This is an optimization exercise on Yosys and OpenROAD, whose aim is small area and a short achievable clock period, not a production implementation. No activity file was given, so power comes from the tool's default toggle rates.

==> run K <==
// opstack
module opstack(clk, num, op, x, qtop);
  input clk, num, op;
  input [15:0] x;
  output [15:0] qtop;
  wire [15:0] qnext, d;
  wire push, pop;
  alu alu0(.a(qtop), .b(qnext), .f(x[4:0]), .x(x), .push(num), .op(op), .s(d));
  stack stack0(clk, push, pop, d, qtop, qnext);
  assign push=num;
  assign pop=op&~x[4];
endmodule
==> module alu, before the edit <==
module alu(a, b, f, x, push, op, s);
  input [15:0] a, b;
  input [4:0] f;
  input [15:0] x;
  input push, op;
  output [15:0] s;
  wire f_add  = (f == 5'b00000);
  wire f_sub  = (f == 5'b00001);
  wire f_mul  = (f == 5'b00010);
  wire f_shl  = (f == 5'b00011);
  wire f_shr  = (f == 5'b00100);
  wire f_band = (f == 5'b00101);
  wire f_bor  = (f == 5'b00110);
  wire f_bxor = (f == 5'b00111);
  wire f_and  = (f == 5'b01000);
  wire f_or   = (f == 5'b01001);
  wire f_eq   = (f == 5'b01010);
  wire f_ne   = (f == 5'b01011);
  wire f_ge   = (f == 5'b01100);
  wire f_le   = (f == 5'b01101);
  wire f_gt   = (f == 5'b01110);
  wire f_lt   = (f == 5'b01111);
  wire f_neg  = (f == 5'b10000);
  wire f_bnot = (f == 5'b10001);
  wire f_not  = (f == 5'b10010);
  wire [15:0] e, ba, bo, bna;
  eqv16 eqv0(.a(a), .b(b), .e(e));
  lgc16 lgc0(.a(a), .b(b), .ba(ba), .bo(bo), .bna(bna));
  wire eq = &e;
  wire ge_u;                           
  cmp16 cmp0(.g(bna), .p(e), .c(ge_u));
  wire lt = (b[15] ^ a[15]) ? b[15] : ~ge_u;
  wire anz = |a, bnz = |b;
  wire bit0 = (f_and & anz & bnz) | (f_or & (anz | bnz)) | (f_eq & eq) |
              (f_ne & ~eq) | (f_ge & ~lt) | (f_le & (lt | eq)) |
              (f_gt & ~(lt | eq)) | (f_lt & lt) | (f_not & ~anz);
  wire big = |a[15:4];
  wire [15:0] br;
  genvar i;
  generate for (i = 0; i < 16; i = i + 1) begin : g_rev
    assign br[i] = b[15 - i];
  end endgenerate
  wire [15:0] bs = f[2] ? br : b;
  wire [15:0] sh = bs << a[3:0];
  wire [15:0] shr;
  generate for (i = 0; i < 16; i = i + 1) begin : g_rev2
    assign shr[i] = sh[15 - i];
  end endgenerate
  wire [15:0] nra, nrb;
  mul_rows mul0(.a(a), .b(b), .nra(nra), .nrb(nrb));
  wire s_mul = f_mul;
  wire s_b   = f_add | f_sub;
  wire s_ap  = f_add;
  wire s_an  = f_sub | f_neg | f_bnot;
  wire s_and = f_band;
  wire s_or  = f_bor;
  wire s_xor = f_bxor;
  wire s_shl = f_shl & ~big;
  wire s_shr = f_shr & ~big;
  wire s_cmp = 1'b1;
  wire ci    = f_sub | f_neg;
  wire [15:0] lo = ({16{s_b}} & b) |
                   ({16{s_and}} & ba) | ({16{s_or}} & bo) |
                   ({16{s_xor}} & ~e) | ({16{s_shl}} & sh) |
                   ({16{s_shr}} & shr) | {15'd0, s_cmp & bit0};
  wire [15:0] vo = ({16{s_ap}} & a) | ({16{s_an}} & ~a);
  wire [15:0] u, v;
  rowsel rsu(.s(s_mul), .n(nra), .o(lo), .y(u));
  rowsel rsv(.s(s_mul), .n({nrb[15:1], 1'b1}), .o(vo), .y(v));
  wire [15:0] r;
  add16 add0(.u(u), .v(v), .ci(ci), .s(r));
  wire opv  = ~push & op;
  wire hold = ~push & ~op;
  topsel ts0(.sx(push), .sr(opv), .sa(hold), .x(x), .r(r), .a(a), .y(s));
endmodule
==> module topsel, before the edit <==
module topsel(sx, sr, sa, x, r, a, y);
  input sx, sr, sa;
  input [15:0] x, r, a;
  output [15:0] y;
  assign y = ({16{sx}} & x) | ({16{sr}} & r) | ({16{sa}} & a);
endmodule
export LEC_CHECK = 0
export CAP_MARGIN = 20
export CORE_MARGIN = 2
export CORE_UTILIZATION = 40
export CTS_BUF_LIST = sky130_fd_sc_hd__clkbuf_4 sky130_fd_sc_hd__clkbuf_8
export SETUP_SLACK_MARGIN = 2.5
export SLEW_MARGIN = 20
export SYNTH_HIERARCHICAL = 1
create_clock -name core_clock -period 7.0 [get_ports {clk}]
standard.sh (not shown) runs the stock make flow with config.mk's settings and CLKGATE_MAP_FILE= SYNTH_SCRIPT=/design/flow/synth_recipe.tcl, a recipe that flattens the netlist after the stock synthesis.
==> flow/flow/run.sh <==
#!/bin/bash
# Standard layout, with port buffers of the smallest buffer cell.
set -e
export BUFFER_PORTS_ARGS="-buffer_cell sky130_fd_sc_hd__buf_1"
bash standard.sh > standard.log 2>&1
==> run Y: changes against run K <==
--- a/flow/design.v
+++ b/flow/design.v
@@ -49,16 +49,18 @@
   wire [15:0] nra, nrb;
   mul_rows mul0(.a(a), .b(b), .nra(nra), .nrb(nrb));
-  wire s_mul = f_mul;
-  wire s_b   = f_add | f_sub;
-  wire s_ap  = f_add;
-  wire s_an  = f_sub | f_neg | f_bnot;
-  wire s_and = f_band;
-  wire s_or  = f_bor;
-  wire s_xor = f_bxor;
-  wire s_shl = f_shl & ~big;
-  wire s_shr = f_shr & ~big;
-  wire s_cmp = 1'b1;
-  wire ci    = f_sub | f_neg;
-  wire [15:0] lo = ({16{s_b}} & b) |
+  wire opv  = ~push & op;
+  wire hold = ~push & ~op;
+  wire s_mul = opv & f_mul;
+  wire s_b   = opv & (f_add | f_sub);
+  wire s_ap  = opv & f_add;
+  wire s_an  = opv & (f_sub | f_neg | f_bnot);
+  wire s_and = opv & f_band;
+  wire s_or  = opv & f_bor;
+  wire s_xor = opv & f_bxor;
+  wire s_shl = opv & f_shl & ~big;
+  wire s_shr = opv & f_shr & ~big;
+  wire s_cmp = opv;
+  wire ci    = opv & (f_sub | f_neg);
+  wire [15:0] lo = ({16{push}} & x) | ({16{hold}} & a) | ({16{s_b}} & b) |
                    ({16{s_and}} & ba) | ({16{s_or}} & bo) |
                    ({16{s_xor}} & ~e) | ({16{s_shl}} & sh) |
@@ -68,15 +70,5 @@
   rowsel rsu(.s(s_mul), .n(nra), .o(lo), .y(u));
   rowsel rsv(.s(s_mul), .n({nrb[15:1], 1'b1}), .o(vo), .y(v));
-  wire [15:0] r;
-  add16 add0(.u(u), .v(v), .ci(ci), .s(r));
-  wire opv  = ~push & op;
-  wire hold = ~push & ~op;
-  topsel ts0(.sx(push), .sr(opv), .sa(hold), .x(x), .r(r), .a(a), .y(s));
-endmodule
-module topsel(sx, sr, sa, x, r, a, y);
-  input sx, sr, sa;
-  input [15:0] x, r, a;
-  output [15:0] y;
-  assign y = ({16{sx}} & x) | ({16{sr}} & r) | ({16{sa}} & a);
+  add16 add0(.u(u), .v(v), .ci(ci), .s(s));
 endmodule
 module rowsel(s, n, o, y);
Settings changed: SETUP_SLACK_MARGIN 2.5 to 2.0.
==> comparison table <==
| quantity | run Y | run K |
|---|---|---|
| Status | complete, no violations | complete, no violations |
| PnR worst setup slack | 2060 ps | 2290 ps |
| Power Combinational | 0.00106 W | 0.00126 W |
| Vias per std cell | 5.87 | 6.11 |
| Met3 wire length | 2.15 mm | 3.31 mm |
| Area of the die | 22400 µm² | 22900 µm² |
| CTS clk-pin slew, worst paths | 70 ps | 90 ps |
| Total area of sequential cells | 1290 µm² | 1390 µm² |
| Seq. pwr | 0.000550 W | 0.000517 W |
| PD cells | 228 nW/µm² | 206 nW/µm² |
| Count of nets after finishing | 1085 | 1212 |
| Gate count of the mapped netlist | 992 | 1023 |
| Total clock network power | 0.000411 W | 0.000430 W |
| Worst hold path endpoint | stack0.q[2][14]$_DFF_P_ | stack0.q[3][12]$_DFF_P_ |
| Post-Place Cell Area | 8590 µm² | 8840 µm² |
| Post-CTS repair timing setup buffer count | 0 | 73 |
| Largest stage delay on the critical path | 510 ps | 530 ps |
| Via count of the first global-routing pass | 7023 | 8007 |
| Critical path depth | 15 | 17 |
No run of this note included a check of the RTL's function; only the layout flow was run.

==> static timing again, ports no longer ideal <==
The results above use ideal ports. As a check the final layouts listed here were re-extracted and re-timed, cells and wires unchanged.
Step 1 (the two cells are an assumption about what drives the block):
set clk [get_ports {clk}]
set_driving_cell -lib_cell sky130_fd_sc_hd__clkbuf_16 $clk
set_driving_cell -lib_cell sky130_fd_sc_hd__buf_2 [delete_from_list [all_inputs] $clk]
Step 2 adds t to the input delays and takes it off the output delays; t is the mean of the earliest and latest rising clock arrival at the registers after step 1. Input paths then give back, and output paths get back, about the clock's delay inside the block.
a / b / c = no drivers / after step 1 / after step 2; a / b = the first two.
run | shift t [ns] | setup slack, ns | worst setup path after step 2 | clock arrival spread, ns
run K | 0.421 | 2.286 / 2.181 / 1.760 | input to register | 0.018 / 0.018
run Y | 0.395 | 2.056 / 2.069 / 1.675 | input to register | 0.017 / 0.017
After both steps every run listed still meets setup and hold. For run K, which loses most, drivers alone change the setup slack by -0.105 ns; drivers and shift together by -0.526 ns.
